Background: an optimization exercise with open tools, aiming at small area. Do not read the settings as production practice.
RTL that was checked went through simulation tests only; none was proved equivalent to the original.
Power figures rest on the tool's default switching activity, not on a simulated workload.

==> flow/design.v (excerpt) <==
module soc_riscv_core
(
    input  logic               clk,
    input  logic               rst,
    input  logic [31:0]        core_instr_RDATA,
    input  logic               core_instr_RVALID,
    output logic               core_instr_RREADY,
    input  logic               core_instr_ARREADY,
    output logic [31:0]        core_instr_ARADDR,
    output logic               core_instr_ARVALID,
    output logic [31:0]        core_data_ARADDR,
    output logic               core_data_ARVALID,
    input  logic               core_data_ARREADY,
    output logic               core_data_RREADY,
    input  logic [31:0]        core_data_RDATA,
    input  logic               core_data_RVALID,
    output logic [31:0]        core_data_AWADDR,
    output logic               core_data_AWVALID,
    input  logic               core_data_AWREADY,
    output logic [31:0]        core_data_WDATA,
    input  logic               core_data_WREADY,
    output logic               core_data_WVALID
);
    logic [31:0] instr;
    logic [6:0]  opc;
    logic [2:0]  f3;
    logic        f7z, f7s;
  ...
Size in the first run: ~1300 flip-flops, about 210 I/O pins, ~62000 sq um of cells after synthesis.
export LEC_CHECK = 0
export CAP_MARGIN = 0
export CORE_MARGIN = 2
export CORE_UTILIZATION = 40
export CTS_CLUSTER_DIAMETER = 90
export CTS_CLUSTER_SIZE = 25
export GPL_TIMING_DRIVEN = 0
export SLEW_MARGIN = 0
export SYNTH_HIERARCHICAL = 1
create_clock -name core_clock -period 12.0 [get_ports {clk}]
run.sh (not shown) runs the stock make flow with config.mk's settings and CLKGATE_MAP_FILE= SYNTH_SCRIPT=/design/flow/synth_recipe.tcl, a recipe that flattens the netlist after the stock synthesis.
The first run reached the layout checks and failed them: max-capacitance violations, max-slew violations, negative setup slack.
Rerun with:
Settings changed: CAP_MARGIN 0 to 20, GPL_TIMING_DRIVEN 0 to default, SLEW_MARGIN 0 to 20.
Outcome:
- With this change the flow completed without violations
- design area drops by about 2%
- utilization drops by 0.98 points
- power drops by about 2%
- synthesized cell count does not change
- non-clock buffer count drops by 98
- worst setup slack improved by 1100 ps
No run of this note included a check of the RTL's function; only the layout flow was run.


== before ==
soc_riscv_core, a different RTL version from the one above (not shown whole).
Size in the first run: about 210 I/O pins, roughly 60000 sq um of cells after synthesis.
Settings: LEC_CHECK=0, CAP_MARGIN=20, CORE_MARGIN=2, CORE_UTILIZATION=40, CTS_CLUSTER_DIAMETER=90, CTS_CLUSTER_SIZE=25, SLEW_MARGIN=20, SYNTH_HIERARCHICAL=1; clock period 12.0 ns.
standard.sh (not shown) runs the stock make flow with config.mk's settings and CLKGATE_MAP_FILE= SYNTH_SCRIPT=/design/flow/synth_recipe.tcl, a recipe that flattens the netlist after the stock synthesis.
==> flow/flow/run.sh <==
#!/bin/bash
set -euo pipefail
export BUFFER_PORTS_ARGS="-buffer_cell sky130_fd_sc_hd__buf_1"
export RECOVER_POWER=100
bash standard.sh > standard_flow.log 2>&1
before had finished all stages when the layout checks came back failing, citing capacitance limit, slew limit.
Relative to before, the following input files were edited for after:
==> flow/flow/run.sh <==
#!/bin/bash
# The standard layout (standard.sh), changed in two ways:
#  - ABC maps the logic with an area-oriented script (synth_relaxed.tcl),
#  - the port buffers are the smallest buffer cell.
set -euo pipefail
here=$(pwd)
export RELAXED_ABC_SCRIPT=$here/flow/abc_area_relaxed.script
export BUFFER_PORTS_ARGS="-buffer_cell sky130_fd_sc_hd__buf_1"
sed "s#SYNTH_SCRIPT=[^ ]*#SYNTH_SCRIPT=$here/flow/synth_relaxed.tcl#" standard.sh > standard_relaxed.sh
grep -q "SYNTH_SCRIPT=$here/flow/synth_relaxed.tcl" standard_relaxed.sh
bash standard_relaxed.sh > standard_flow.log 2>&1
==> flow/flow/abc_area_relaxed.script (new file) <==
&get -n
&st
&dch -f
&nf -R 1000 -p
&st
&dch -f
&nf -R 1000 -p
&st
&dch -f
&nf -R 1000 -p
&st
&dch -f
&nf -R 1000 -p
&st
&dch -f
&nf -R 1000 -p
&put
topo
==> flow/flow/synth_relaxed.tcl (new file) <==
# The standard flow's synthesis script (standard synthesis, -nofsm -noshare, then
# flattened and renamed the same way), with ABC's technology mapping run
# from an area-oriented script. Registers are mapped before ABC, so they
# are the standard synthesis's registers.
proc synth {args} { yosys synth -nofsm -noshare {*}$args }
proc abc {args} {
  set i [lsearch -exact $args -script]
  if {$i >= 0} { set args [lreplace $args [expr {$i+1}] [expr {$i+1}] $::env(RELAXED_ABC_SCRIPT)] }
  yosys abc {*}$args
}
source $::env(SCRIPTS_DIR)/synth.tcl
# left out here: clear keep_hierarchy, flatten, clean up, hide names made inside functions, write 1_2_yosys.v
Results
after finished all stages; the layout is clean. before has a lower minimum setup slack in the final design than after. Design area: after lower than before. Comparing before and after, the lower cell area reported after detailed placement is on after. Worst endpoint required time delta for after relative to before: 0.02 ns higher. Of before and after, the lower final hold slack belongs to before. Sort before and after by synthesized cell count, ascending, and after comes first. As of after, die area had fallen by a little under 10% compared to before. before → after: total track usage increased by 0.59 points relative to the old numbers, count of nets after finishing decreased by about 5.6% relative to the old numbers. Met3 routing resource usage after global routing: after higher than before.


== build 17 ==
soc_riscv_core, a different RTL version from the one above (not shown whole).
For scale: ~5500 cells after synthesis, roughly 210 I/O pins, ~55000 sq um of cells after synthesis.
Settings: LEC_CHECK=0, CAP_MARGIN=15, CORE_MARGIN=2, CORE_UTILIZATION=40, CTS_CLUSTER_DIAMETER=90, CTS_CLUSTER_SIZE=25, SLEW_MARGIN=15, SYNTH_HIERARCHICAL=1; clock period 12.0 ns.
==> flow/flow/run.sh <==
#!/bin/bash
# The standard layout (standard.sh), changed in two ways:
#  - ABC maps the logic with an area-oriented script (synth_relaxed.tcl),
#  - the port buffers are the smallest buffer cell.
set -euo pipefail
here=$(pwd)
export RELAXED_ABC_SCRIPT=$here/flow/abc_area_relaxed.script
export BUFFER_PORTS_ARGS="-buffer_cell sky130_fd_sc_hd__buf_1"
sed "s#SYNTH_SCRIPT=[^ ]*#SYNTH_SCRIPT=$here/flow/synth_relaxed.tcl#" standard.sh > standard_relaxed.sh
grep -q "SYNTH_SCRIPT=$here/flow/synth_relaxed.tcl" standard_relaxed.sh
bash standard_relaxed.sh > standard_flow.log 2>&1
==> flow/flow/abc_area_relaxed.script <==
&get -n
&st
&dch -f
&nf -R 1000 -p
&st
&dch -f
&nf -R 1000 -p
&st
&dch -f
&nf -R 1000 -p
&st
&dch -f
&nf -R 1000 -p
&st
&dch -f
&nf -R 1000 -p
&put
topo
==> flow/flow/synth_relaxed.tcl <==
# The standard flow's synthesis script (standard synthesis, -nofsm -noshare, then
# flattened and renamed the same way), with ABC's technology mapping run
# from an area-oriented script. Registers are mapped before ABC, so they
# are the standard synthesis's registers.
proc synth {args} { yosys synth -nofsm -noshare {*}$args }
proc abc {args} {
  set i [lsearch -exact $args -script]
  if {$i >= 0} { set args [lreplace $args [expr {$i+1}] [expr {$i+1}] $::env(RELAXED_ABC_SCRIPT)] }
  yosys abc {*}$args
}
source $::env(SCRIPTS_DIR)/synth.tcl
# left out here: clear keep_hierarchy, flatten, clean up, hide names made inside functions, write 1_2_yosys.v
Edits applied to the flow inputs when going from build 17 to build 60:
Settings: CAP_MARGIN: 15 -> 20; SLEW_MARGIN: 15 -> 20.
==> summary.txt <==
On via count, build 60 and build 17 are neck and neck.
Relative to build 17, number of inserted diodes has gone up in build 60.
When build 60 is set beside build 17, its worst setup slack turns out to be 120 ps larger.
As far as post-synthesis instance area goes, build 60 and build 17 are indistinguishable; the numbers are identical.
Re clock power: build 17 was lower than build 60.
Build 60 against build 17: largest clock skew in the final design saw an increase, combinational group share of total power roughly the same.
Any difference in final-layout clock-cell area share between build 17 and build 60 is small enough to ignore.
Number of rows in the core area came out exactly the same in build 60 and build 17.
In build 60 the internal power summed over all cells turned out 0.66% higher than in build 17.
For build 49, these inputs were changed with respect to build 60:
Settings: changing CAP_MARGIN from 20 to 10; changing SLEW_MARGIN from 20 to 10.
[summary]
Diff build 60 -> build 49: final routed DRC violation total was more or less identical, total non-filler cell area in the finished layout barely changed. Diff build 60 -> build 49: number of port buffers ~0 delta; wire length of the first global-routing pass ~0 delta; register share of the cell area ~0 delta; routed wire length on met2 ~0 delta; maximum frequency -0.32%. Build 49 against build 60: cell count has remained practically unchanged; internal power consumption down 0.42%. Build 60 completed end to end with timing, DRC and antenna clean. Although it ran to completion, build 49 produced a layout that fails the final checks because of max-capacitance violations, max-slew violations.

static timing again, ports no longer ideal:
The results above use ideal ports. As a check the final layouts listed here were re-extracted and re-timed, cells and wires unchanged.
Step 1 (the two cells are an assumption about what drives the block):
set clk [get_ports {clk}]
set_driving_cell -lib_cell sky130_fd_sc_hd__clkbuf_16 $clk
set_driving_cell -lib_cell sky130_fd_sc_hd__buf_2 [delete_from_list [all_inputs] $clk]
Step 2, shift: input delay + t, output delay - t, t = (earliest + latest rising clock arrival at the registers) / 2. This alone moves slack from input paths to output paths.
Slacks: ideal ports / drivers / drivers and shift; pairs: ideal ports / drivers.
| run | shift t [ns] | setup WS [ns] | worst setup path at the end | worst data-port slew with drivers (ns) |
|---|---|---|---|---|
| the first run of note 1 | 0.814 | -0.288 / -0.238 / -1.052 | input to register | 0.06 |
| the second run of note 1 | 0.829 | 0.822 / 0.864 / 0.035 | input to register | 0.08 |
| before | 0.825 | 0.565 / 0.611 / -0.214 | input to register | 0.07 |
| after | 0.811 | 1.252 / 1.298 / 0.487 | input to register | 0.09 |
| build 17 | 0.818 | 0.801 / 0.847 / 0.029 | input to register | 0.23 |
| build 60 | 0.853 | 0.923 / 0.967 / 0.114 | input to register | 0.20 |
| build 49 | 0.829 | 0.887 / 0.926 / 0.097 | input to register | 0.21 |
The setup slack of build 60, which loses most, moves by +0.044 ns with the drivers and by -0.809 ns with both steps.
